Background: an optimization exercise with open tools, aiming at small area. Do not read the settings as production practice.
Function was checked by simulation only, so behaviour that the tests miss may differ from the original.

**design.v**
```verilog
module cr_xor #(parameter W = 8) (
  input  [W-1:0] a,
  input  [W-1:0] b,
  output [W-1:0] y
);
  assign y = a ^ b;
endmodule
module cr_xnor #(parameter W = 8) (
  input  [W-1:0] a,
  input  [W-1:0] b,
  output [W-1:0] y
);
  assign y = ~(a ^ b);
endmodule
module cr_cmux (
  input  s,
  input  a1,
  input  a0,
  output y
);
  assign y = ~(s ? a1 : a0);
endmodule
module cr_addn #(parameter N = 16) (
  input  [N-1:0] a,
  input  [N-1:0] bn,
  input          cin,
  output [N-1:0] s,
  output         co
);
  wire [N-1:0] p;       
  wire [N:0]   c;
  assign c[0] = cin;
  genvar i;
  generate
    for (i = 0; i < N; i = i + 1) begin : g_b
      if (i % 2 == 0) begin : g_e
        cr_xor  #(.W(1)) u_p (.a(a[i]), .b(bn[i]), .y(p[i]));
        cr_xor  #(.W(1)) u_s (.a(p[i]), .b(c[i]),  .y(s[i]));
      end else begin : g_o
        cr_xnor #(.W(1)) u_p (.a(a[i]), .b(bn[i]), .y(p[i]));
        cr_xnor #(.W(1)) u_s (.a(p[i]), .b(c[i]),  .y(s[i]));
      end
      cr_cmux u_c (.s(p[i]), .a1(c[i]), .a0(bn[i]), .y(c[i+1]));
    end
  endgenerate
  assign co = c[N];
endmodule
module cr_prefix #(parameter W = 8) (
  input  [W-1:0] x,
  output [W-1:0] a1n,
  output [W-1:0] a0n
);
  assign a1n[0] = ~x[0];
  assign a0n[0] = x[0];
  genvar i;
  generate
    for (i = 1; i < W; i = i + 1) begin : g_b
      assign a1n[i] = a1n[i-1] | ~x[i];
      assign a0n[i] = a0n[i-1] | x[i];
    end
  endgenerate
endmodule
module cr_nand2 (
  input  a,
  input  b,
  output y
);
  assign y = ~(a & b);
endmodule
module cr_o22ai (
  input  a1,
  input  b1,
  input  a2,
  input  b2,
  output y
);
  assign y = ~((a1 | b1) & (a2 | b2));
endmodule
module cr_incdec #(parameter W = 8) (
  input  [W-1:0] x,
  input          incn,
  input          decn,
  output [W-1:0] y
);
  wire [W-1:0] f;
  cr_nand2 u_f0 (.a(incn), .b(decn), .y(f[0]));
  generate
    if (W > 1) begin : g_p
      wire [W-2:0] a1n, a0n;
      cr_prefix #(.W(W-1)) u_p (.x(x[W-2:0]), .a1n(a1n), .a0n(a0n));
      genvar i;
      for (i = 1; i < W; i = i + 1) begin : g_b
        cr_o22ai u_f (.a1(incn), .b1(a1n[i-1]), .a2(decn), .b2(a0n[i-1]), .y(f[i]));
      end
    end
  endgenerate
  cr_xor #(.W(W)) u_y (.a(x), .b(f), .y(y));
endmodule
module cordic (
  input                clk,
  input                reset,
  input                operands_val,
  input  signed [15:0] x_start,
  input  signed [15:0] y_start,
  input  signed [15:0] angle,
  output signed [15:0] sine,
  output signed [15:0] cosine,
  output               out_valid
);
  localparam [15:0] ODD = 16'haaaa;
  reg [11:0] vld;
  always @(posedge clk) begin
    if (reset) vld <= 12'd0;
    else       vld <= {vld[10:0], operands_val};
  end
  assign out_valid = vld[11];
  wire [15:0] t0 = angle - 16'd12868;
  wire [15:0] x0_0_s;
  wire x0_0_co;
  wire [15:0] x0_0_bn = {~(y_start[15] ^ 1'b1), y_start[14] ^ 1'b1, ~(y_start[13] ^ 1'b1), y_start[12] ^ 1'b1, ~(y_start[11] ^ 1'b1), y_start[10] ^ 1'b1, ~(y_start[9] ^ 1'b1), y_start[8] ^ 1'b1, ~(y_start[7] ^ 1'b1), y_start[6] ^ 1'b1, ~(y_start[5] ^ 1'b1), y_start[4] ^ 1'b1, ~(y_start[3] ^ 1'b1), y_start[2] ^ 1'b1, ~(y_start[1] ^ 1'b1), y_start[0] ^ 1'b1};
  cr_addn #(.N(16)) u_x0_0 (.a(x_start[15:0]), .bn(x0_0_bn), .cin(1'b1), .s(x0_0_s), .co(x0_0_co));
  wire [15:0] y0_0_s;
  wire y0_0_co;
  wire [15:0] y0_0_bn = {~(x_start[15] ^ 1'b0), x_start[14] ^ 1'b0, ~(x_start[13] ^ 1'b0), x_start[12] ^ 1'b0, ~(x_start[11] ^ 1'b0), x_start[10] ^ 1'b0, ~(x_start[9] ^ 1'b0), x_start[8] ^ 1'b0, ~(x_start[7] ^ 1'b0), x_start[6] ^ 1'b0, ~(x_start[5] ^ 1'b0), x_start[4] ^ 1'b0, ~(x_start[3] ^ 1'b0), x_start[2] ^ 1'b0, ~(x_start[1] ^ 1'b0), x_start[0] ^ 1'b0};
  cr_addn #(.N(16)) u_y0_0 (.a(y_start[15:0]), .bn(y0_0_bn), .cin(1'b0), .s(y0_0_s), .co(y0_0_co));
  wire [15:0] x0 = {x0_0_s};
  wire [15:0] y0 = {y0_0_s};
  wire dir1 = ~t0[15];
  wire [5:0] x1_0_s;
  wire x1_0_co;
  wire [5:0] x1_0_bn = {~(y0[6] ^ dir1), y0[5] ^ dir1, ~(y0[4] ^ dir1), y0[3] ^ dir1, ~(y0[2] ^ dir1), y0[1] ^ dir1};
  cr_addn #(.N(6)) u_x1_0 (.a(x0[5:0]), .bn(x1_0_bn), .cin(dir1), .s(x1_0_s), .co(x1_0_co));
  wire [5:0] y1_0_s;
  wire y1_0_co;
  wire [5:0] y1_0_bn = {~(x0[6] ^ ~dir1), x0[5] ^ ~dir1, ~(x0[4] ^ ~dir1), x0[3] ^ ~dir1, ~(x0[2] ^ ~dir1), x0[1] ^ ~dir1};
  cr_addn #(.N(6)) u_y1_0 (.a(y0[5:0]), .bn(y1_0_bn), .cin(~dir1), .s(y1_0_s), .co(y1_0_co));
  reg [5:0] xl0, yl0;
  reg cx0, cy0;
  reg [15:6] xa0, ya0;
  reg [15:0] tr0;
  always @(posedge clk) begin
    xl0 <= {x1_0_s};
    yl0 <= {y1_0_s};
    cx0 <= x1_0_co;
    cy0 <= y1_0_co;
    xa0 <= x0[15:6];
    ya0 <= y0[15:6];
    tr0 <= t0;
  end
  wire [15:0] xv0 = {xa0, 6'd0};
  wire [15:0] yv0 = {ya0, 6'd0};
  wire [9:0] x1_6_s;
  wire x1_6_co;
  wire [9:0] x1_6_bn = {~(yv0[15] ^ (~tr0[15])), yv0[15] ^ (~tr0[15]), ~(yv0[14] ^ (~tr0[15])), yv0[13] ^ (~tr0[15]), ~(yv0[12] ^ (~tr0[15])), yv0[11] ^ (~tr0[15]), ~(yv0[10] ^ (~tr0[15])), yv0[9] ^ (~tr0[15]), ~(yv0[8] ^ (~tr0[15])), yv0[7] ^ (~tr0[15])};
  cr_addn #(.N(10)) u_x1_6 (.a(xv0[15:6]), .bn(x1_6_bn), .cin(cx0), .s(x1_6_s), .co(x1_6_co));
  wire [9:0] y1_6_s;
  wire y1_6_co;
  wire [9:0] y1_6_bn = {~(xv0[15] ^ ~(~tr0[15])), xv0[15] ^ ~(~tr0[15]), ~(xv0[14] ^ ~(~tr0[15])), xv0[13] ^ ~(~tr0[15]), ~(xv0[12] ^ ~(~tr0[15])), xv0[11] ^ ~(~tr0[15]), ~(xv0[10] ^ ~(~tr0[15])), xv0[9] ^ ~(~tr0[15]), ~(xv0[8] ^ ~(~tr0[15])), xv0[7] ^ ~(~tr0[15])};
  cr_addn #(.N(10)) u_y1_6 (.a(yv0[15:6]), .bn(y1_6_bn), .cin(cy0), .s(y1_6_s), .co(y1_6_co));
  wire [15:0] x1 = {x1_6_s, xl0};
  wire [15:0] y1 = {y1_6_s, yl0};
  wire        a_sat = tr0[15] ^ tr0[14];
  wire [14:0] a_tu = {~tr0[14], tr0[13:0]};    
  wire a_s1 = ~tr0[15];
  wire a_ge_7596 = (a_tu[14] & (a_tu[13] | (a_tu[12] & (a_tu[11] & (a_tu[10] & (a_tu[9] | (a_tu[8] & (a_tu[7] & (a_tu[6] | (a_tu[5] & (a_tu[4] | (a_tu[3] & (a_tu[2] & (a_tu[1] | (a_tu[0] | 1'b1)))))))))))))));    
  wire a_ge_m7596 = (a_tu[14] | (a_tu[13] & (a_tu[12] | (a_tu[11] | (a_tu[10] | (a_tu[9] & (a_tu[8] | (a_tu[7] | (a_tu[6] & (a_tu[5] | (a_tu[4] & (a_tu[3] | (a_tu[2] & (a_tu[1] | (a_tu[0] | 1'b1)))))))))))))));    
  wire a_s2 = a_sat ? a_s1 : a_s1 ? a_ge_7596 : a_ge_m7596;
  wire a_ge_11609 = (a_tu[14] & (a_tu[13] & (a_tu[12] | (a_tu[11] & (a_tu[10] & (a_tu[9] | (a_tu[8] & (a_tu[7] | (a_tu[6] & (a_tu[5] | (a_tu[4] & (a_tu[3] & (a_tu[2] | (a_tu[1] | (a_tu[0] & 1'b1)))))))))))))));    
  wire a_ge_3583 = (a_tu[14] & (a_tu[13] | (a_tu[12] | (a_tu[11] & (a_tu[10] & (a_tu[9] | (a_tu[8] & (a_tu[7] & (a_tu[6] & (a_tu[5] & (a_tu[4] & (a_tu[3] & (a_tu[2] & (a_tu[1] & (a_tu[0] & 1'b1)))))))))))))));    
  wire a_ge_m3583 = (a_tu[14] | (a_tu[13] & (a_tu[12] & (a_tu[11] | (a_tu[10] | (a_tu[9] & (a_tu[8] | (a_tu[7] | (a_tu[6] | (a_tu[5] | (a_tu[4] | (a_tu[3] | (a_tu[2] | (a_tu[1] | (a_tu[0] & 1'b1)))))))))))))));    
  wire a_ge_m11609 = (a_tu[14] | (a_tu[13] | (a_tu[12] & (a_tu[11] | (a_tu[10] | (a_tu[9] & (a_tu[8] | (a_tu[7] & (a_tu[6] | (a_tu[5] & (a_tu[4] | (a_tu[3] | (a_tu[2] & (a_tu[1] & (a_tu[0] & 1'b1)))))))))))))));    
  wire a_s3 = a_sat ? a_s1 : a_s1 ? (a_s2 ? a_ge_11609 : a_ge_3583) : (a_s2 ? a_ge_m3583 : a_ge_m11609);
  wire a_ge_13646 = (a_tu[14] & (a_tu[13] & (a_tu[12] & (a_tu[11] | (a_tu[10] & (a_tu[9] | (a_tu[8] & (a_tu[7] | (a_tu[6] & (a_tu[5] | (a_tu[4] | (a_tu[3] & (a_tu[2] & (a_tu[1] & (a_tu[0] | 1'b1)))))))))))))));    
  wire a_ge_9572 = (a_tu[14] & (a_tu[13] & (a_tu[12] | (a_tu[11] | (a_tu[10] & (a_tu[9] | (a_tu[8] & (a_tu[7] | (a_tu[6] & (a_tu[5] & (a_tu[4] | (a_tu[3] | (a_tu[2] & (a_tu[1] | (a_tu[0] | 1'b1)))))))))))))));    
  wire a_ge_5620 = (a_tu[14] & (a_tu[13] | (a_tu[12] & (a_tu[11] | (a_tu[10] & (a_tu[9] | (a_tu[8] & (a_tu[7] & (a_tu[6] & (a_tu[5] & (a_tu[4] & (a_tu[3] | (a_tu[2] & (a_tu[1] | (a_tu[0] | 1'b1)))))))))))))));    
  wire a_ge_1546 = (a_tu[14] & (a_tu[13] | (a_tu[12] | (a_tu[11] | (a_tu[10] & (a_tu[9] & (a_tu[8] | (a_tu[7] | (a_tu[6] | (a_tu[5] | (a_tu[4] | (a_tu[3] & (a_tu[2] | (a_tu[1] & (a_tu[0] | 1'b1)))))))))))))));    
  wire a_ge_m1546 = (a_tu[14] | (a_tu[13] & (a_tu[12] & (a_tu[11] & (a_tu[10] | (a_tu[9] | (a_tu[8] & (a_tu[7] & (a_tu[6] & (a_tu[5] & (a_tu[4] & (a_tu[3] | (a_tu[2] & (a_tu[1] & (a_tu[0] | 1'b1)))))))))))))));    
  wire a_ge_m5620 = (a_tu[14] | (a_tu[13] & (a_tu[12] | (a_tu[11] & (a_tu[10] | (a_tu[9] & (a_tu[8] | (a_tu[7] | (a_tu[6] | (a_tu[5] | (a_tu[4] | (a_tu[3] & (a_tu[2] & (a_tu[1] | (a_tu[0] | 1'b1)))))))))))))));    
  wire a_ge_m9572 = (a_tu[14] | (a_tu[13] | (a_tu[12] & (a_tu[11] & (a_tu[10] | (a_tu[9] & (a_tu[8] | (a_tu[7] & (a_tu[6] | (a_tu[5] | (a_tu[4] & (a_tu[3] & (a_tu[2] & (a_tu[1] | (a_tu[0] | 1'b1)))))))))))))));    
  wire a_ge_m13646 = (a_tu[14] | (a_tu[13] | (a_tu[12] | (a_tu[11] & (a_tu[10] | (a_tu[9] & (a_tu[8] | (a_tu[7] & (a_tu[6] | (a_tu[5] & (a_tu[4] & (a_tu[3] | (a_tu[2] | (a_tu[1] & (a_tu[0] | 1'b1)))))))))))))));    
  wire [7:0] a_g4 = {a_ge_m13646, a_ge_m9572, a_ge_m5620, a_ge_m1546, a_ge_1546, a_ge_5620, a_ge_9572, a_ge_13646};
  wire a_s4 = a_sat ? a_s1 : a_g4[~{a_s1, a_s2, a_s3}];
  wire [11:0] a_t = tr0[11:0];
  wire dir2 = a_s2;
  wire [11:0] x2_0_s;
  wire x2_0_co;
  wire [11:0] x2_0_bn = {~(y1[13] ^ dir2), y1[12] ^ dir2, ~(y1[11] ^ dir2), y1[10] ^ dir2, ~(y1[9] ^ dir2), y1[8] ^ dir2, ~(y1[7] ^ dir2), y1[6] ^ dir2, ~(y1[5] ^ dir2), y1[4] ^ dir2, ~(y1[3] ^ dir2), y1[2] ^ dir2};
  cr_addn #(.N(12)) u_x2_0 (.a(x1[11:0]), .bn(x2_0_bn), .cin(dir2), .s(x2_0_s), .co(x2_0_co));
  wire [11:0] y2_0_s;
  wire y2_0_co;
  wire [11:0] y2_0_bn = {~(x1[13] ^ ~dir2), x1[12] ^ ~dir2, ~(x1[11] ^ ~dir2), x1[10] ^ ~dir2, ~(x1[9] ^ ~dir2), x1[8] ^ ~dir2, ~(x1[7] ^ ~dir2), x1[6] ^ ~dir2, ~(x1[5] ^ ~dir2), x1[4] ^ ~dir2, ~(x1[3] ^ ~dir2), x1[2] ^ ~dir2};
  cr_addn #(.N(12)) u_y2_0 (.a(y1[11:0]), .bn(y2_0_bn), .cin(~dir2), .s(y2_0_s), .co(y2_0_co));
  reg [11:0] xl1, yl1;
  reg cx1, cy1;
  reg [15:12] xa1, ya1;
  reg [11:0] tr1;
  reg sr1;
  reg [4:1] dr1;
  always @(posedge clk) begin
    xl1 <= {x2_0_s};
    yl1 <= {y2_0_s};
    cx1 <= x2_0_co;
    cy1 <= y2_0_co;
    xa1 <= x1[15:12];
    ya1 <= y1[15:12];
    tr1 <= a_t;
    sr1 <= a_sat;
    dr1 <= {a_s4, a_s3, a_s2, a_s1};
  end
  wire [15:0] xv1 = {xa1, 12'd0};
  wire [15:0] yv1 = {ya1, 12'd0};
  wire [1:0] x2_12_s;
  wire x2_12_co;
  wire [1:0] x2_12_bn = {~(yv1[15] ^ (dr1[2])), yv1[14] ^ (dr1[2])};
  cr_addn #(.N(2)) u_x2_12 (.a(xv1[13:12]), .bn(x2_12_bn), .cin(cx1), .s(x2_12_s), .co(x2_12_co));
  wire [1:0] y2_12_s;
  wire y2_12_co;
  wire [1:0] y2_12_bn = {~(xv1[15] ^ ~(dr1[2])), xv1[14] ^ ~(dr1[2])};
  cr_addn #(.N(2)) u_y2_12 (.a(yv1[13:12]), .bn(y2_12_bn), .cin(cy1), .s(y2_12_s), .co(y2_12_co));
  wire x2_t_cl = x2_12_co;
  wire x2_t_sg = yv1[15] ^ (dr1[2]);
  wire [1:0] x2_t_s;
  cr_incdec #(.W(2)) u_x2_t (.x(xv1[15:14]), .incn(~(x2_t_cl & ~x2_t_sg)), .decn(~(~x2_t_cl & x2_t_sg)), .y(x2_t_s));
  wire y2_t_cl = y2_12_co;
  wire y2_t_sg = xv1[15] ^ ~(dr1[2]);
  wire [1:0] y2_t_s;
  cr_incdec #(.W(2)) u_y2_t (.x(yv1[15:14]), .incn(~(y2_t_cl & ~y2_t_sg)), .decn(~(~y2_t_cl & y2_t_sg)), .y(y2_t_s));
  wire [15:0] x2 = {x2_t_s, x2_12_s, xl1};
  wire [15:0] y2 = {y2_t_s, y2_12_s, yl1};
  reg [11:0] b_c;    
  always @(*) begin
    case ({dr1[1], dr1[2], dr1[3], dr1[4]})
      4'b1111: b_c = 12'h94c;
      4'b1110: b_c = 12'h150;
      4'b1101: b_c = 12'h962;
      4'b1100: b_c = 12'h166;
      4'b1011: b_c = 12'h9f2;
      4'b1010: b_c = 12'h1f6;
      4'b1001: b_c = 12'ha08;
      4'b1000: b_c = 12'h20c;
      4'b0111: b_c = 12'hdf4;
      4'b0110: b_c = 12'h5f8;
      4'b0101: b_c = 12'he0a;
      4'b0100: b_c = 12'h60e;
      4'b0011: b_c = 12'he9a;
      4'b0010: b_c = 12'h69e;
      4'b0001: b_c = 12'heb0;
      4'b0000: b_c = 12'h6b4;
    endcase
  end
  wire [11:0] b_u = tr1 - b_c;    
  wire b_hi = ~b_u[11] & b_u[10];
  wire b_lo = b_u[11] & ~b_u[10];
  wire [10:0] u_dir = sr1 ? {11{dr1[1]}} : b_hi ? 11'h7ff : b_lo ? 11'h000 : {~b_u[10], b_u[9:0]};
  wire dir3 = dr1[3];
  wire [11:0] x3_0_s;
  wire x3_0_co;
  wire [11:0] x3_0_bn = {~(y2[14] ^ dir3), y2[13] ^ dir3, ~(y2[12] ^ dir3), y2[11] ^ dir3, ~(y2[10] ^ dir3), y2[9] ^ dir3, ~(y2[8] ^ dir3), y2[7] ^ dir3, ~(y2[6] ^ dir3), y2[5] ^ dir3, ~(y2[4] ^ dir3), y2[3] ^ dir3};
  cr_addn #(.N(12)) u_x3_0 (.a(x2[11:0]), .bn(x3_0_bn), .cin(dir3), .s(x3_0_s), .co(x3_0_co));
  wire [11:0] y3_0_s;
  wire y3_0_co;
  wire [11:0] y3_0_bn = {~(x2[14] ^ ~dir3), x2[13] ^ ~dir3, ~(x2[12] ^ ~dir3), x2[11] ^ ~dir3, ~(x2[10] ^ ~dir3), x2[9] ^ ~dir3, ~(x2[8] ^ ~dir3), x2[7] ^ ~dir3, ~(x2[6] ^ ~dir3), x2[5] ^ ~dir3, ~(x2[4] ^ ~dir3), x2[3] ^ ~dir3};
  cr_addn #(.N(12)) u_y3_0 (.a(y2[11:0]), .bn(y3_0_bn), .cin(~dir3), .s(y3_0_s), .co(y3_0_co));
  reg [11:0] xl2, yl2;
  reg cx2, cy2;
  reg [15:12] xa2, ya2;
  reg [15:3] dr2;
  always @(posedge clk) begin
    xl2 <= {x3_0_s};
    yl2 <= {y3_0_s};
    cx2 <= x3_0_co;
    cy2 <= y3_0_co;
    xa2 <= x2[15:12];
    ya2 <= y2[15:12];
    dr2 <= {u_dir[0], u_dir[1], u_dir[2], u_dir[3], u_dir[4], u_dir[5], u_dir[6], u_dir[7], u_dir[8], u_dir[9], u_dir[10], dr1[4], dr1[3]};
  end
  wire [15:0] xv2 = {xa2, 12'd0};
  wire [15:0] yv2 = {ya2, 12'd0};
  wire [0:0] x3_12_s;
  wire x3_12_co;
  wire [0:0] x3_12_bn = {yv2[15] ^ (dr2[3])};
  cr_addn #(.N(1)) u_x3_12 (.a(xv2[12:12]), .bn(x3_12_bn), .cin(cx2), .s(x3_12_s), .co(x3_12_co));
  wire [0:0] y3_12_s;
  wire y3_12_co;
  wire [0:0] y3_12_bn = {xv2[15] ^ ~(dr2[3])};
  cr_addn #(.N(1)) u_y3_12 (.a(yv2[12:12]), .bn(y3_12_bn), .cin(cy2), .s(y3_12_s), .co(y3_12_co));
  wire x3_t_cl = ~x3_12_co;
  wire x3_t_sg = yv2[15] ^ (dr2[3]);
  wire [2:0] x3_t_s;
  cr_incdec #(.W(3)) u_x3_t (.x(xv2[15:13]), .incn(~(x3_t_cl & ~x3_t_sg)), .decn(~(~x3_t_cl & x3_t_sg)), .y(x3_t_s));
  wire y3_t_cl = ~y3_12_co;
  wire y3_t_sg = xv2[15] ^ ~(dr2[3]);
  wire [2:0] y3_t_s;
  cr_incdec #(.W(3)) u_y3_t (.x(yv2[15:13]), .incn(~(y3_t_cl & ~y3_t_sg)), .decn(~(~y3_t_cl & y3_t_sg)), .y(y3_t_s));
  wire [15:0] x3 = {x3_t_s, x3_12_s, xl2};
  wire [15:0] y3 = {y3_t_s, y3_12_s, yl2};
  wire dir4 = dr2[4];
  wire [11:0] x4_0_s;
  wire x4_0_co;
  wire [11:0] x4_0_bn = {~(y3[15] ^ dir4), y3[14] ^ dir4, ~(y3[13] ^ dir4), y3[12] ^ dir4, ~(y3[11] ^ dir4), y3[10] ^ dir4, ~(y3[9] ^ dir4), y3[8] ^ dir4, ~(y3[7] ^ dir4), y3[6] ^ dir4, ~(y3[5] ^ dir4), y3[4] ^ dir4};
  cr_addn #(.N(12)) u_x4_0 (.a(x3[11:0]), .bn(x4_0_bn), .cin(dir4), .s(x4_0_s), .co(x4_0_co));
  wire [11:0] y4_0_s;
  wire y4_0_co;
  wire [11:0] y4_0_bn = {~(x3[15] ^ ~dir4), x3[14] ^ ~dir4, ~(x3[13] ^ ~dir4), x3[12] ^ ~dir4, ~(x3[11] ^ ~dir4), x3[10] ^ ~dir4, ~(x3[9] ^ ~dir4), x3[8] ^ ~dir4, ~(x3[7] ^ ~dir4), x3[6] ^ ~dir4, ~(x3[5] ^ ~dir4), x3[4] ^ ~dir4};
  cr_addn #(.N(12)) u_y4_0 (.a(y3[11:0]), .bn(y4_0_bn), .cin(~dir4), .s(y4_0_s), .co(y4_0_co));
  wire x4_t_cl = x4_0_co;
  wire x4_t_sg = y3[15] ^ dir4;
  wire [3:0] x4_t_s;
  cr_incdec #(.W(4)) u_x4_t (.x(x3[15:12]), .incn(~(x4_t_cl & ~x4_t_sg)), .decn(~(~x4_t_cl & x4_t_sg)), .y(x4_t_s));
  wire y4_t_cl = y4_0_co;
  wire y4_t_sg = x3[15] ^ ~dir4;
  wire [3:0] y4_t_s;
  cr_incdec #(.W(4)) u_y4_t (.x(y3[15:12]), .incn(~(y4_t_cl & ~y4_t_sg)), .decn(~(~y4_t_cl & y4_t_sg)), .y(y4_t_s));
  wire [15:0] x4 = {x4_t_s, x4_0_s};
  wire [15:0] y4 = {y4_t_s, y4_0_s};
  reg [15:0] xr3, yr3;
  reg [15:5] dr3;
  always @(posedge clk) begin
    xr3 <= x4;
    yr3 <= y4;
    dr3 <= {dr2[15], dr2[14], dr2[13], dr2[12], dr2[11], dr2[10], dr2[9], dr2[8], dr2[7], dr2[6], dr2[5]};
  end
  wire dir5 = dr3[5];
  wire [10:0] x5_0_s;
  wire x5_0_co;
  wire [10:0] x5_0_bn = {yr3[15] ^ dir5, ~(yr3[14] ^ dir5), yr3[13] ^ dir5, ~(yr3[12] ^ dir5), yr3[11] ^ dir5, ~(yr3[10] ^ dir5), yr3[9] ^ dir5, ~(yr3[8] ^ dir5), yr3[7] ^ dir5, ~(yr3[6] ^ dir5), yr3[5] ^ dir5};
  cr_addn #(.N(11)) u_x5_0 (.a(xr3[10:0]), .bn(x5_0_bn), .cin(dir5), .s(x5_0_s), .co(x5_0_co));
  wire [10:0] y5_0_s;
  wire y5_0_co;
  wire [10:0] y5_0_bn = {xr3[15] ^ ~dir5, ~(xr3[14] ^ ~dir5), xr3[13] ^ ~dir5, ~(xr3[12] ^ ~dir5), xr3[11] ^ ~dir5, ~(xr3[10] ^ ~dir5), xr3[9] ^ ~dir5, ~(xr3[8] ^ ~dir5), xr3[7] ^ ~dir5, ~(xr3[6] ^ ~dir5), xr3[5] ^ ~dir5};
  cr_addn #(.N(11)) u_y5_0 (.a(yr3[10:0]), .bn(y5_0_bn), .cin(~dir5), .s(y5_0_s), .co(y5_0_co));
  wire x5_t_cl = ~x5_0_co;
  wire x5_t_sg = yr3[15] ^ dir5;
  wire [4:0] x5_t_s;
  cr_incdec #(.W(5)) u_x5_t (.x(xr3[15:11]), .incn(~(x5_t_cl & ~x5_t_sg)), .decn(~(~x5_t_cl & x5_t_sg)), .y(x5_t_s));
  wire y5_t_cl = ~y5_0_co;
  wire y5_t_sg = xr3[15] ^ ~dir5;
  wire [4:0] y5_t_s;
  cr_incdec #(.W(5)) u_y5_t (.x(yr3[15:11]), .incn(~(y5_t_cl & ~y5_t_sg)), .decn(~(~y5_t_cl & y5_t_sg)), .y(y5_t_s));
  wire [15:0] x5 = {x5_t_s, x5_0_s};
  wire [15:0] y5 = {y5_t_s, y5_0_s};
  wire dir6 = dr3[6];
  wire [3:0] x6_0_s;
  wire x6_0_co;
  wire [3:0] x6_0_bn = {~(y5[9] ^ dir6), y5[8] ^ dir6, ~(y5[7] ^ dir6), y5[6] ^ dir6};
  cr_addn #(.N(4)) u_x6_0 (.a(x5[3:0]), .bn(x6_0_bn), .cin(dir6), .s(x6_0_s), .co(x6_0_co));
  wire [3:0] y6_0_s;
  wire y6_0_co;
  wire [3:0] y6_0_bn = {~(x5[9] ^ ~dir6), x5[8] ^ ~dir6, ~(x5[7] ^ ~dir6), x5[6] ^ ~dir6};
  cr_addn #(.N(4)) u_y6_0 (.a(y5[3:0]), .bn(y6_0_bn), .cin(~dir6), .s(y6_0_s), .co(y6_0_co));
  reg [3:0] xl4, yl4;
  reg cx4, cy4;
  reg [15:4] xa4, ya4;
  reg [15:6] dr4;
  always @(posedge clk) begin
    xl4 <= {x6_0_s};
    yl4 <= {y6_0_s};
    cx4 <= x6_0_co;
    cy4 <= y6_0_co;
    xa4 <= x5[15:4];
    ya4 <= y5[15:4];
    dr4 <= {dr3[15], dr3[14], dr3[13], dr3[12], dr3[11], dr3[10], dr3[9], dr3[8], dr3[7], dr3[6]};
  end
  wire [15:0] xv4 = {xa4, 4'd0};
  wire [15:0] yv4 = {ya4, 4'd0};
  wire [5:0] x6_4_s;
  wire x6_4_co;
  wire [5:0] x6_4_bn = {~(yv4[15] ^ (dr4[6])), yv4[14] ^ (dr4[6]), ~(yv4[13] ^ (dr4[6])), yv4[12] ^ (dr4[6]), ~(yv4[11] ^ (dr4[6])), yv4[10] ^ (dr4[6])};
  cr_addn #(.N(6)) u_x6_4 (.a(xv4[9:4]), .bn(x6_4_bn), .cin(cx4), .s(x6_4_s), .co(x6_4_co));
  wire [5:0] y6_4_s;
  wire y6_4_co;
  wire [5:0] y6_4_bn = {~(xv4[15] ^ ~(dr4[6])), xv4[14] ^ ~(dr4[6]), ~(xv4[13] ^ ~(dr4[6])), xv4[12] ^ ~(dr4[6]), ~(xv4[11] ^ ~(dr4[6])), xv4[10] ^ ~(dr4[6])};
  cr_addn #(.N(6)) u_y6_4 (.a(yv4[9:4]), .bn(y6_4_bn), .cin(cy4), .s(y6_4_s), .co(y6_4_co));
  wire x6_t_cl = x6_4_co;
  wire x6_t_sg = yv4[15] ^ (dr4[6]);
  wire [5:0] x6_t_s;
  cr_incdec #(.W(6)) u_x6_t (.x(xv4[15:10]), .incn(~(x6_t_cl & ~x6_t_sg)), .decn(~(~x6_t_cl & x6_t_sg)), .y(x6_t_s));
  wire y6_t_cl = y6_4_co;
  wire y6_t_sg = xv4[15] ^ ~(dr4[6]);
  wire [5:0] y6_t_s;
  cr_incdec #(.W(6)) u_y6_t (.x(yv4[15:10]), .incn(~(y6_t_cl & ~y6_t_sg)), .decn(~(~y6_t_cl & y6_t_sg)), .y(y6_t_s));
  wire [15:0] x6 = {x6_t_s, x6_4_s, xl4};
  wire [15:0] y6 = {y6_t_s, y6_4_s, yl4};
  wire dir7 = dr4[7];
  wire [5:0] x7_0_s;
  wire x7_0_co;
  wire [5:0] x7_0_bn = {~(y6[12] ^ dir7), y6[11] ^ dir7, ~(y6[10] ^ dir7), y6[9] ^ dir7, ~(y6[8] ^ dir7), y6[7] ^ dir7};
  cr_addn #(.N(6)) u_x7_0 (.a(x6[5:0]), .bn(x7_0_bn), .cin(dir7), .s(x7_0_s), .co(x7_0_co));
  wire [5:0] y7_0_s;
  wire y7_0_co;
  wire [5:0] y7_0_bn = {~(x6[12] ^ ~dir7), x6[11] ^ ~dir7, ~(x6[10] ^ ~dir7), x6[9] ^ ~dir7, ~(x6[8] ^ ~dir7), x6[7] ^ ~dir7};
  cr_addn #(.N(6)) u_y7_0 (.a(y6[5:0]), .bn(y7_0_bn), .cin(~dir7), .s(y7_0_s), .co(y7_0_co));
  reg [5:0] xl5, yl5;
  reg cx5, cy5;
  reg [15:6] xa5, ya5;
  reg [15:7] dr5;
  always @(posedge clk) begin
    xl5 <= {x7_0_s};
    yl5 <= {y7_0_s};
    cx5 <= x7_0_co;
    cy5 <= y7_0_co;
    xa5 <= x6[15:6];
    ya5 <= y6[15:6];
    dr5 <= {dr4[15], dr4[14], dr4[13], dr4[12], dr4[11], dr4[10], dr4[9], dr4[8], dr4[7]};
  end
  wire [15:0] xv5 = {xa5, 6'd0};
  wire [15:0] yv5 = {ya5, 6'd0};
  wire [2:0] x7_6_s;
  wire x7_6_co;
  wire [2:0] x7_6_bn = {yv5[15] ^ (dr5[7]), ~(yv5[14] ^ (dr5[7])), yv5[13] ^ (dr5[7])};
  cr_addn #(.N(3)) u_x7_6 (.a(xv5[8:6]), .bn(x7_6_bn), .cin(cx5), .s(x7_6_s), .co(x7_6_co));
  wire [2:0] y7_6_s;
  wire y7_6_co;
  wire [2:0] y7_6_bn = {xv5[15] ^ ~(dr5[7]), ~(xv5[14] ^ ~(dr5[7])), xv5[13] ^ ~(dr5[7])};
  cr_addn #(.N(3)) u_y7_6 (.a(yv5[8:6]), .bn(y7_6_bn), .cin(cy5), .s(y7_6_s), .co(y7_6_co));
  wire x7_t_cl = ~x7_6_co;
  wire x7_t_sg = yv5[15] ^ (dr5[7]);
  wire [6:0] x7_t_s;
  cr_incdec #(.W(7)) u_x7_t (.x(xv5[15:9]), .incn(~(x7_t_cl & ~x7_t_sg)), .decn(~(~x7_t_cl & x7_t_sg)), .y(x7_t_s));
  wire y7_t_cl = ~y7_6_co;
  wire y7_t_sg = xv5[15] ^ ~(dr5[7]);
  wire [6:0] y7_t_s;
  cr_incdec #(.W(7)) u_y7_t (.x(yv5[15:9]), .incn(~(y7_t_cl & ~y7_t_sg)), .decn(~(~y7_t_cl & y7_t_sg)), .y(y7_t_s));
  wire [15:0] x7 = {x7_t_s, x7_6_s, xl5};
  wire [15:0] y7 = {y7_t_s, y7_6_s, yl5};
  wire dir8 = dr5[8];
  wire [5:0] x8_0_s;
  wire x8_0_co;
  wire [5:0] x8_0_bn = {~(y7[13] ^ dir8), y7[12] ^ dir8, ~(y7[11] ^ dir8), y7[10] ^ dir8, ~(y7[9] ^ dir8), y7[8] ^ dir8};
  cr_addn #(.N(6)) u_x8_0 (.a(x7[5:0]), .bn(x8_0_bn), .cin(dir8), .s(x8_0_s), .co(x8_0_co));
  wire [5:0] y8_0_s;
  wire y8_0_co;
  wire [5:0] y8_0_bn = {~(x7[13] ^ ~dir8), x7[12] ^ ~dir8, ~(x7[11] ^ ~dir8), x7[10] ^ ~dir8, ~(x7[9] ^ ~dir8), x7[8] ^ ~dir8};
  cr_addn #(.N(6)) u_y8_0 (.a(y7[5:0]), .bn(y8_0_bn), .cin(~dir8), .s(y8_0_s), .co(y8_0_co));
  reg [5:0] xl6, yl6;
  reg cx6, cy6;
  reg [15:6] xa6, ya6;
  reg [15:8] dr6;
  always @(posedge clk) begin
    xl6 <= {x8_0_s};
    yl6 <= {y8_0_s};
    cx6 <= x8_0_co;
    cy6 <= y8_0_co;
    xa6 <= x7[15:6];
    ya6 <= y7[15:6];
    dr6 <= {dr5[15], dr5[14], dr5[13], dr5[12], dr5[11], dr5[10], dr5[9], dr5[8]};
  end
  wire [15:0] xv6 = {xa6, 6'd0};
  wire [15:0] yv6 = {ya6, 6'd0};
  wire [1:0] x8_6_s;
  wire x8_6_co;
  wire [1:0] x8_6_bn = {~(yv6[15] ^ (dr6[8])), yv6[14] ^ (dr6[8])};
  cr_addn #(.N(2)) u_x8_6 (.a(xv6[7:6]), .bn(x8_6_bn), .cin(cx6), .s(x8_6_s), .co(x8_6_co));
  wire [1:0] y8_6_s;
  wire y8_6_co;
  wire [1:0] y8_6_bn = {~(xv6[15] ^ ~(dr6[8])), xv6[14] ^ ~(dr6[8])};
  cr_addn #(.N(2)) u_y8_6 (.a(yv6[7:6]), .bn(y8_6_bn), .cin(cy6), .s(y8_6_s), .co(y8_6_co));
  wire x8_t_cl = x8_6_co;
  wire x8_t_sg = yv6[15] ^ (dr6[8]);
  wire [7:0] x8_t_s;
  cr_incdec #(.W(8)) u_x8_t (.x(xv6[15:8]), .incn(~(x8_t_cl & ~x8_t_sg)), .decn(~(~x8_t_cl & x8_t_sg)), .y(x8_t_s));
  wire y8_t_cl = y8_6_co;
  wire y8_t_sg = xv6[15] ^ ~(dr6[8]);
  wire [7:0] y8_t_s;
  cr_incdec #(.W(8)) u_y8_t (.x(yv6[15:8]), .incn(~(y8_t_cl & ~y8_t_sg)), .decn(~(~y8_t_cl & y8_t_sg)), .y(y8_t_s));
  wire [15:0] x8 = {x8_t_s, x8_6_s, xl6};
  wire [15:0] y8 = {y8_t_s, y8_6_s, yl6};
  wire dir9 = dr6[9];
  wire [5:0] x9_0_s;
  wire x9_0_co;
  wire [5:0] x9_0_bn = {~(y8[14] ^ dir9), y8[13] ^ dir9, ~(y8[12] ^ dir9), y8[11] ^ dir9, ~(y8[10] ^ dir9), y8[9] ^ dir9};
  cr_addn #(.N(6)) u_x9_0 (.a(x8[5:0]), .bn(x9_0_bn), .cin(dir9), .s(x9_0_s), .co(x9_0_co));
  wire [5:0] y9_0_s;
  wire y9_0_co;
  wire [5:0] y9_0_bn = {~(x8[14] ^ ~dir9), x8[13] ^ ~dir9, ~(x8[12] ^ ~dir9), x8[11] ^ ~dir9, ~(x8[10] ^ ~dir9), x8[9] ^ ~dir9};
  cr_addn #(.N(6)) u_y9_0 (.a(y8[5:0]), .bn(y9_0_bn), .cin(~dir9), .s(y9_0_s), .co(y9_0_co));
  reg [5:0] xl7, yl7;
  reg cx7, cy7;
  reg [15:6] xa7, ya7;
  reg [15:9] dr7;
  always @(posedge clk) begin
    xl7 <= {x9_0_s};
    yl7 <= {y9_0_s};
    cx7 <= x9_0_co;
    cy7 <= y9_0_co;
    xa7 <= x8[15:6];
    ya7 <= y8[15:6];
    dr7 <= {dr6[15], dr6[14], dr6[13], dr6[12], dr6[11], dr6[10], dr6[9]};
  end
  wire [15:0] xv7 = {xa7, 6'd0};
  wire [15:0] yv7 = {ya7, 6'd0};
  wire [0:0] x9_6_s;
  wire x9_6_co;
  wire [0:0] x9_6_bn = {yv7[15] ^ (dr7[9])};
  cr_addn #(.N(1)) u_x9_6 (.a(xv7[6:6]), .bn(x9_6_bn), .cin(cx7), .s(x9_6_s), .co(x9_6_co));
  wire [0:0] y9_6_s;
  wire y9_6_co;
  wire [0:0] y9_6_bn = {xv7[15] ^ ~(dr7[9])};
  cr_addn #(.N(1)) u_y9_6 (.a(yv7[6:6]), .bn(y9_6_bn), .cin(cy7), .s(y9_6_s), .co(y9_6_co));
  wire x9_t_cl = ~x9_6_co;
  wire x9_t_sg = yv7[15] ^ (dr7[9]);
  wire [8:0] x9_t_s;
  cr_incdec #(.W(9)) u_x9_t (.x(xv7[15:7]), .incn(~(x9_t_cl & ~x9_t_sg)), .decn(~(~x9_t_cl & x9_t_sg)), .y(x9_t_s));
  wire y9_t_cl = ~y9_6_co;
  wire y9_t_sg = xv7[15] ^ ~(dr7[9]);
  wire [8:0] y9_t_s;
  cr_incdec #(.W(9)) u_y9_t (.x(yv7[15:7]), .incn(~(y9_t_cl & ~y9_t_sg)), .decn(~(~y9_t_cl & y9_t_sg)), .y(y9_t_s));
  wire [15:0] x9 = {x9_t_s, x9_6_s, xl7};
  wire [15:0] y9 = {y9_t_s, y9_6_s, yl7};
  wire dir10 = dr7[10];
  wire [3:0] x10_0_s;
  wire x10_0_co;
  wire [3:0] x10_0_bn = {~(y9[13] ^ dir10), y9[12] ^ dir10, ~(y9[11] ^ dir10), y9[10] ^ dir10};
  cr_addn #(.N(4)) u_x10_0 (.a(x9[3:0]), .bn(x10_0_bn), .cin(dir10), .s(x10_0_s), .co(x10_0_co));
  wire [3:0] y10_0_s;
  wire y10_0_co;
  wire [3:0] y10_0_bn = {~(x9[13] ^ ~dir10), x9[12] ^ ~dir10, ~(x9[11] ^ ~dir10), x9[10] ^ ~dir10};
  cr_addn #(.N(4)) u_y10_0 (.a(y9[3:0]), .bn(y10_0_bn), .cin(~dir10), .s(y10_0_s), .co(y10_0_co));
  reg [3:0] xl8, yl8;
  reg cx8, cy8;
  reg [15:4] xa8, ya8;
  reg [15:10] dr8;
  always @(posedge clk) begin
    xl8 <= {x10_0_s};
    yl8 <= {y10_0_s};
    cx8 <= x10_0_co;
    cy8 <= y10_0_co;
    xa8 <= x9[15:4];
    ya8 <= y9[15:4];
    dr8 <= {dr7[15], dr7[14], dr7[13], dr7[12], dr7[11], dr7[10]};
  end
  wire [15:0] xv8 = {xa8, 4'd0};
  wire [15:0] yv8 = {ya8, 4'd0};
  wire [1:0] x10_4_s;
  wire x10_4_co;
  wire [1:0] x10_4_bn = {~(yv8[15] ^ (dr8[10])), yv8[14] ^ (dr8[10])};
  cr_addn #(.N(2)) u_x10_4 (.a(xv8[5:4]), .bn(x10_4_bn), .cin(cx8), .s(x10_4_s), .co(x10_4_co));
  wire [1:0] y10_4_s;
  wire y10_4_co;
  wire [1:0] y10_4_bn = {~(xv8[15] ^ ~(dr8[10])), xv8[14] ^ ~(dr8[10])};
  cr_addn #(.N(2)) u_y10_4 (.a(yv8[5:4]), .bn(y10_4_bn), .cin(cy8), .s(y10_4_s), .co(y10_4_co));
  wire x10_t_cl = x10_4_co;
  wire x10_t_sg = yv8[15] ^ (dr8[10]);
  wire [9:0] x10_t_s;
  cr_incdec #(.W(10)) u_x10_t (.x(xv8[15:6]), .incn(~(x10_t_cl & ~x10_t_sg)), .decn(~(~x10_t_cl & x10_t_sg)), .y(x10_t_s));
  wire y10_t_cl = y10_4_co;
  wire y10_t_sg = xv8[15] ^ ~(dr8[10]);
  wire [9:0] y10_t_s;
  cr_incdec #(.W(10)) u_y10_t (.x(yv8[15:6]), .incn(~(y10_t_cl & ~y10_t_sg)), .decn(~(~y10_t_cl & y10_t_sg)), .y(y10_t_s));
  wire [15:0] x10 = {x10_t_s, x10_4_s, xl8};
  wire [15:0] y10 = {y10_t_s, y10_4_s, yl8};
  wire dir11 = dr8[11];
  wire [3:0] x11_0_s;
  wire x11_0_co;
  wire [3:0] x11_0_bn = {~(y10[14] ^ dir11), y10[13] ^ dir11, ~(y10[12] ^ dir11), y10[11] ^ dir11};
  cr_addn #(.N(4)) u_x11_0 (.a(x10[3:0]), .bn(x11_0_bn), .cin(dir11), .s(x11_0_s), .co(x11_0_co));
  wire [3:0] y11_0_s;
  wire y11_0_co;
  wire [3:0] y11_0_bn = {~(x10[14] ^ ~dir11), x10[13] ^ ~dir11, ~(x10[12] ^ ~dir11), x10[11] ^ ~dir11};
  cr_addn #(.N(4)) u_y11_0 (.a(y10[3:0]), .bn(y11_0_bn), .cin(~dir11), .s(y11_0_s), .co(y11_0_co));
  reg [3:0] xl9, yl9;
  reg cx9, cy9;
  reg [15:4] xa9, ya9;
  reg [15:11] dr9;
  always @(posedge clk) begin
    xl9 <= {x11_0_s};
    yl9 <= {y11_0_s};
    cx9 <= x11_0_co;
    cy9 <= y11_0_co;
    xa9 <= x10[15:4];
    ya9 <= y10[15:4];
    dr9 <= {dr8[15], dr8[14], dr8[13], dr8[12], dr8[11]};
  end
  wire [15:0] xv9 = {xa9, 4'd0};
  wire [15:0] yv9 = {ya9, 4'd0};
  wire [0:0] x11_4_s;
  wire x11_4_co;
  wire [0:0] x11_4_bn = {yv9[15] ^ (dr9[11])};
  cr_addn #(.N(1)) u_x11_4 (.a(xv9[4:4]), .bn(x11_4_bn), .cin(cx9), .s(x11_4_s), .co(x11_4_co));
  wire [0:0] y11_4_s;
  wire y11_4_co;
  wire [0:0] y11_4_bn = {xv9[15] ^ ~(dr9[11])};
  cr_addn #(.N(1)) u_y11_4 (.a(yv9[4:4]), .bn(y11_4_bn), .cin(cy9), .s(y11_4_s), .co(y11_4_co));
  wire x11_t_cl = ~x11_4_co;
  wire x11_t_sg = yv9[15] ^ (dr9[11]);
  wire [10:0] x11_t_s;
  cr_incdec #(.W(11)) u_x11_t (.x(xv9[15:5]), .incn(~(x11_t_cl & ~x11_t_sg)), .decn(~(~x11_t_cl & x11_t_sg)), .y(x11_t_s));
  wire y11_t_cl = ~y11_4_co;
  wire y11_t_sg = xv9[15] ^ ~(dr9[11]);
  wire [10:0] y11_t_s;
  cr_incdec #(.W(11)) u_y11_t (.x(yv9[15:5]), .incn(~(y11_t_cl & ~y11_t_sg)), .decn(~(~y11_t_cl & y11_t_sg)), .y(y11_t_s));
  wire [15:0] x11 = {x11_t_s, x11_4_s, xl9};
  wire [15:0] y11 = {y11_t_s, y11_4_s, yl9};
  wire dir12 = dr9[12];
  wire [3:0] x12_0_s;
  wire x12_0_co;
  wire [3:0] x12_0_bn = {~(y11[15] ^ dir12), y11[14] ^ dir12, ~(y11[13] ^ dir12), y11[12] ^ dir12};
  cr_addn #(.N(4)) u_x12_0 (.a(x11[3:0]), .bn(x12_0_bn), .cin(dir12), .s(x12_0_s), .co(x12_0_co));
  wire [3:0] y12_0_s;
  wire y12_0_co;
  wire [3:0] y12_0_bn = {~(x11[15] ^ ~dir12), x11[14] ^ ~dir12, ~(x11[13] ^ ~dir12), x11[12] ^ ~dir12};
  cr_addn #(.N(4)) u_y12_0 (.a(y11[3:0]), .bn(y12_0_bn), .cin(~dir12), .s(y12_0_s), .co(y12_0_co));
  wire x12_t_cl = x12_0_co;
  wire x12_t_sg = y11[15] ^ dir12;
  wire [11:0] x12_t_s;
  cr_incdec #(.W(12)) u_x12_t (.x(x11[15:4]), .incn(~(x12_t_cl & ~x12_t_sg)), .decn(~(~x12_t_cl & x12_t_sg)), .y(x12_t_s));
  wire y12_t_cl = y12_0_co;
  wire y12_t_sg = x11[15] ^ ~dir12;
  wire [11:0] y12_t_s;
  cr_incdec #(.W(12)) u_y12_t (.x(y11[15:4]), .incn(~(y12_t_cl & ~y12_t_sg)), .decn(~(~y12_t_cl & y12_t_sg)), .y(y12_t_s));
  wire [15:0] x12 = {x12_t_s, x12_0_s};
  wire [15:0] y12 = {y12_t_s, y12_0_s};
  reg [15:0] xr10, yr10;
  reg [15:13] dr10;
  always @(posedge clk) begin
    xr10 <= x12;
    yr10 <= y12;
    dr10 <= {dr9[15], dr9[14], dr9[13]};
  end
  wire dir13 = dr10[13];
  wire [2:0] x13_0_s;
  wire x13_0_co;
  wire [2:0] x13_0_bn = {yr10[15] ^ dir13, ~(yr10[14] ^ dir13), yr10[13] ^ dir13};
  cr_addn #(.N(3)) u_x13_0 (.a(xr10[2:0]), .bn(x13_0_bn), .cin(dir13), .s(x13_0_s), .co(x13_0_co));
  wire [2:0] y13_0_s;
  wire y13_0_co;
  wire [2:0] y13_0_bn = {xr10[15] ^ ~dir13, ~(xr10[14] ^ ~dir13), xr10[13] ^ ~dir13};
  cr_addn #(.N(3)) u_y13_0 (.a(yr10[2:0]), .bn(y13_0_bn), .cin(~dir13), .s(y13_0_s), .co(y13_0_co));
  wire x13_t_cl = ~x13_0_co;
  wire x13_t_sg = yr10[15] ^ dir13;
  wire [12:0] x13_t_s;
  cr_incdec #(.W(13)) u_x13_t (.x(xr10[15:3]), .incn(~(x13_t_cl & ~x13_t_sg)), .decn(~(~x13_t_cl & x13_t_sg)), .y(x13_t_s));
  wire y13_t_cl = ~y13_0_co;
  wire y13_t_sg = xr10[15] ^ ~dir13;
  wire [12:0] y13_t_s;
  cr_incdec #(.W(13)) u_y13_t (.x(yr10[15:3]), .incn(~(y13_t_cl & ~y13_t_sg)), .decn(~(~y13_t_cl & y13_t_sg)), .y(y13_t_s));
  wire [15:0] x13 = {x13_t_s, x13_0_s};
  wire [15:0] y13 = {y13_t_s, y13_0_s};
  wire dir14 = dr10[14];
  wire [1:0] x14_0_s;
  wire x14_0_co;
  wire [1:0] x14_0_bn = {~(y13[15] ^ dir14), y13[14] ^ dir14};
  cr_addn #(.N(2)) u_x14_0 (.a(x13[1:0]), .bn(x14_0_bn), .cin(dir14), .s(x14_0_s), .co(x14_0_co));
  wire [1:0] y14_0_s;
  wire y14_0_co;
  wire [1:0] y14_0_bn = {~(x13[15] ^ ~dir14), x13[14] ^ ~dir14};
  cr_addn #(.N(2)) u_y14_0 (.a(y13[1:0]), .bn(y14_0_bn), .cin(~dir14), .s(y14_0_s), .co(y14_0_co));
  wire x14_t_cl = x14_0_co;
  wire x14_t_sg = y13[15] ^ dir14;
  wire [13:0] x14_t_s;
  cr_incdec #(.W(14)) u_x14_t (.x(x13[15:2]), .incn(~(x14_t_cl & ~x14_t_sg)), .decn(~(~x14_t_cl & x14_t_sg)), .y(x14_t_s));
  wire y14_t_cl = y14_0_co;
  wire y14_t_sg = x13[15] ^ ~dir14;
  wire [13:0] y14_t_s;
  cr_incdec #(.W(14)) u_y14_t (.x(y13[15:2]), .incn(~(y14_t_cl & ~y14_t_sg)), .decn(~(~y14_t_cl & y14_t_sg)), .y(y14_t_s));
  wire [15:0] x14 = {x14_t_s, x14_0_s};
  wire [15:0] y14 = {y14_t_s, y14_0_s};
  reg [15:0] xr11, yr11;
  reg [15:15] dr11;
  always @(posedge clk) begin
    xr11 <= x14;
    yr11 <= y14;
    dr11 <= {dr10[15]};
  end
  wire dir15 = dr11[15];
  wire [0:0] x15_0_s;
  wire x15_0_co;
  wire [0:0] x15_0_bn = {yr11[15] ^ dir15};
  cr_addn #(.N(1)) u_x15_0 (.a(xr11[0:0]), .bn(x15_0_bn), .cin(dir15), .s(x15_0_s), .co(x15_0_co));
  wire [0:0] y15_0_s;
  wire y15_0_co;
  wire [0:0] y15_0_bn = {xr11[15] ^ ~dir15};
  cr_addn #(.N(1)) u_y15_0 (.a(yr11[0:0]), .bn(y15_0_bn), .cin(~dir15), .s(y15_0_s), .co(y15_0_co));
  wire x15_t_cl = ~x15_0_co;
  wire x15_t_sg = yr11[15] ^ dir15;
  wire [14:0] x15_t_s;
  cr_incdec #(.W(15)) u_x15_t (.x(xr11[15:1]), .incn(~(x15_t_cl & ~x15_t_sg)), .decn(~(~x15_t_cl & x15_t_sg)), .y(x15_t_s));
  wire y15_t_cl = ~y15_0_co;
  wire y15_t_sg = xr11[15] ^ ~dir15;
  wire [14:0] y15_t_s;
  cr_incdec #(.W(15)) u_y15_t (.x(yr11[15:1]), .incn(~(y15_t_cl & ~y15_t_sg)), .decn(~(~y15_t_cl & y15_t_sg)), .y(y15_t_s));
  wire [15:0] x15 = {x15_t_s, x15_0_s};
  wire [15:0] y15 = {y15_t_s, y15_0_s};
  assign cosine = x15;
  assign sine   = y15;
endmodule
```
**flow/run.sh**
```bash
#!/bin/bash
# Own layout flow: the standard ORFS flow (standard.sh, including its
# standard synthesis), with two changes to how the layout is built:
#  - the input/output port buffers are sky130_fd_sc_hd__buf_1 cells;
#  - clock tree synthesis inserts no dummy loads.
# ORFS writes each step's full log under orfs/logs/; make's own output goes
# to make.log in this folder.
set -euo pipefail
export BUFFER_PORTS_ARGS="-buffer_cell sky130_fd_sc_hd__buf_1"
export CTS_ARGS="-sink_clustering_enable -repair_clock_nets -dont_use_dummy_load"
bash standard.sh finish > make.log 2>&1
```
**standard.sh**
```bash
#!/bin/bash
# synth_recipe.tcl (not shown) runs the flow's synth.tcl, then flattens the netlist and writes it again
# the make line also repeats each setting of config.mk as NAME=value (left out here)
make -C /OpenROAD-flow-scripts/flow DESIGN_CONFIG=/design/flow/config.mk WORK_HOME=/design/flow/orfs CLKGATE_MAP_FILE= SYNTH_SCRIPT=/design/flow/synth_recipe.tcl "${@:-finish}"
```
**config.mk**
```make
export PLATFORM = sky130hd
export DESIGN_NAME = cordic
export DESIGN_NICKNAME = cordic
export VERILOG_FILES = /design/flow/design.v
export SDC_FILE = /design/flow/constraint.sdc
export NUM_CORES = 4
export LEC_CHECK = 0
export CAP_MARGIN = 0
export CORE_MARGIN = 2
export CORE_UTILIZATION = 60
export SLEW_MARGIN = 0
export SYNTH_HIERARCHICAL = 1
export SYNTH_MINIMUM_KEEP_SIZE = 0
```
**constraint.sdc**
```tcl
create_clock -name core_clock -period 5.0 [get_ports {clk}]
set_input_delay 1.0000 -clock core_clock [delete_from_list [all_inputs] [get_ports {clk}]]
set_output_delay 1.0000 -clock core_clock [all_outputs]
set_load 0.01 [all_outputs]
```
==> results.txt <==
Critical Setup Path Class=flop to flop; DR vias/cell=between 5 and 6; final clock skew=roughly 0.054 ns; warnings from Yosys=7; routed via count=between 20k and 25k; CTS clk-pin slew, worst paths=about 0.050 ns; Buffers on Ports=83; FILL cells=slightly above 4k; Post-DRT Antenna Nets=0; RSZ-0062 raised after global routing=false; CTS Buffer Depth=3; share of layout cells above drive strength 1=about 7.6%; MaxCap Viol Count=0; CTS buffer count=between 50 and 60; CTS HTree Levels=2; worst path required time=about 5.5 ns; Core Region=48850 sq um; slew of the pin with the lowest slew margin=between 0.9 and 1 ns; cts-stage hold buffer count=0; Setup violations, final=0; initial antenna violation count=0; clk root buf=clkbuf_16; Final Cycle Share=90.60%; Slew Viols, Final=0; die height=about 230 um; endpoint class of the critical path=flop; Hold Slack=0.2917 ns; DR iter-0 viols=a little under 900; M3 GR Usage=~3%; final setup TNS=0 ns; first-pass GRT wire length=about 90000 um; Critical Path AT=between 5 and 6 ns; Core Util, Final=about two thirds; routability congestion estimate=0.8792; GR Overflow Total=0; vias in the first global route=19.78k; Synth Area per Inst=between 9 and 10 sq um; DRC=0; met1 Usage GRT=a little under a quarter; minimum clock period=about 4.5 ns; Worst-Skew Late Latency=just over 0.6 ns; Global Route met2 Usage=roughly 41%; starting density of the core=60.66%; Die W=between 200 and 250 um; CTS tree=done; Most Crowded Layer GR=met2; synthesized area=between 20000 and 30000 sq um; clk sink count=about 530; IO Pins=84; Area growth, synth to finish=7.427%; Critical Path Source Type=flop; Routed wire per std cell=14.52 um; Rows=81; Layout Nets=~3.2k; worst hold path class=flop to flop; most common cell after layout, fill and taps aside=xor2_1; Mapped Cells=approximately 3k; commonest non-fill, non-tap cells in the layout=660 x xor2_1, 529 x dfxtp_1, 380 x xnor2_1, 272 x mux2i_1, 210 x o22ai_1; Total GRT Usage=21.35%; Final HPWL DP=roughly 42000 um; drt first pass iters=5; ANT cells=0; Slew HR=between 30% and 40%; Final Hold Fails=0; Routed WL=roughly 55000 um; crit-path max FO=14; flop2flop setup slack=between 0.4 and 0.5 ns; largest net degree at the start of global routing=32; total die area=51180 sq um; fmax=approximately 220 MHz; run status=timing/DRC/antenna clean
state kept, by name (all words and copies together) (netlist names), 11 cells and up:
register	count
xr10	16
ya4	12
yl1	12
yr3	16
vld	12
xr3	16
xl2	12
tr0	16
dr2	13
ya8	12
xa9	12
yr11	16
ya9	12
xa8	12
xl1	12
yl2	12
dr3	11
tr1	12
yr10	16
xa4	12
xr11	16
through the flow:
| step | setup WS (ns) | area [sq um] | std cells |
|---|---|---|---|
| finish | 0.4700 | 31830 | 3757 |
| global route | 0.006820 | 31830 | 3757 |
| CTS | 0.3657 | 31820 | 3757 |
| detailed placement | 0.02296 | 30420 | 3701 |
| global placement | 0.2852 | 30420 | 3701 |
| floorplan | 0.6559 | 29640 | 3024 |
layout make-up:
class	count	area (sq um)	area share, %
flip-flops and latches	529	10590	33.27
inverters	104	390.4	1.226
clock buffers	56	1401	4.402
multi-input cells	2304	18180	57.10
repair buffers	100	442.9	1.391
well taps	664	830.8	2.610
worst max-delay path, cell delays in order, from the launching register on:
cell	delay (ns)
dfxtp_1	0.56
xnor2_1	0.21
xor2_1	0.28
mux2i_1	0.15
mux2i_1	0.26
mux2i_1	0.14
or2_2	0.44
o22ai_1	0.24
xor2_1	0.38
xor2_1	0.26
xor2_1	0.27
mux2i_1	0.29
mux2i_1	0.14
or2_2	0.45
o22ai_1	0.20
xor2_1	0.18
final timing paths:
check / from / to / cells after the start
setup / recovery: dr10[13]$_DFF_P_ / xr11[9]$_DFF_P_ / 15
hold / removal: dr4[9]$_DFF_P_ / dr5[9]$_DFF_P_ / 0
setup reg to reg: dr10[13]$_DFF_P_ / xr11[9]$_DFF_P_ / 15
hold reg to reg: dr4[9]$_DFF_P_ / dr5[9]$_DFF_P_ / 0
metal layers:
layer,part of all wire (%),wire length (um)
met1,41,22430
met2,53,28930
met3,3.1,1673
met4,2.8,1513
met5,0,0
repair_timing:
action                                  4_1_cts  5_1_grt
endpoints found under the hold margin         0        0
endpoints found under the setup margin        0        5
resized for setup                             0        3
setup buffers                                 0        0

==> separate check: timing with driven ports <==
The flow's constraints put no driver on any port. The routed layout listed below was extracted and timed again, unchanged, in two steps. Step 1: set_driving_cell puts a clkbuf_16 on clk and a buf_2 on each other input, an assumption about the parent block. Step 2 times the ports against the registers' clock, not the clock port: input delays grow and output delays shrink by t, the midpoint of the rising clock arrivals with the driver on. Slacks: ideal / step 1 / step 2; pairs: ideal / step 1.
t, ns: 0.644
setup WS [ns]: 0.470 / 0.470 / 0.078
worst setup path at the end: input to register
slew at the worst register clock pin (ns): 0.06 / 0.06
After both steps this run still meets setup and hold. The setup slack of this run moves by 0.000 ns with the drivers and by -0.392 ns with both steps.
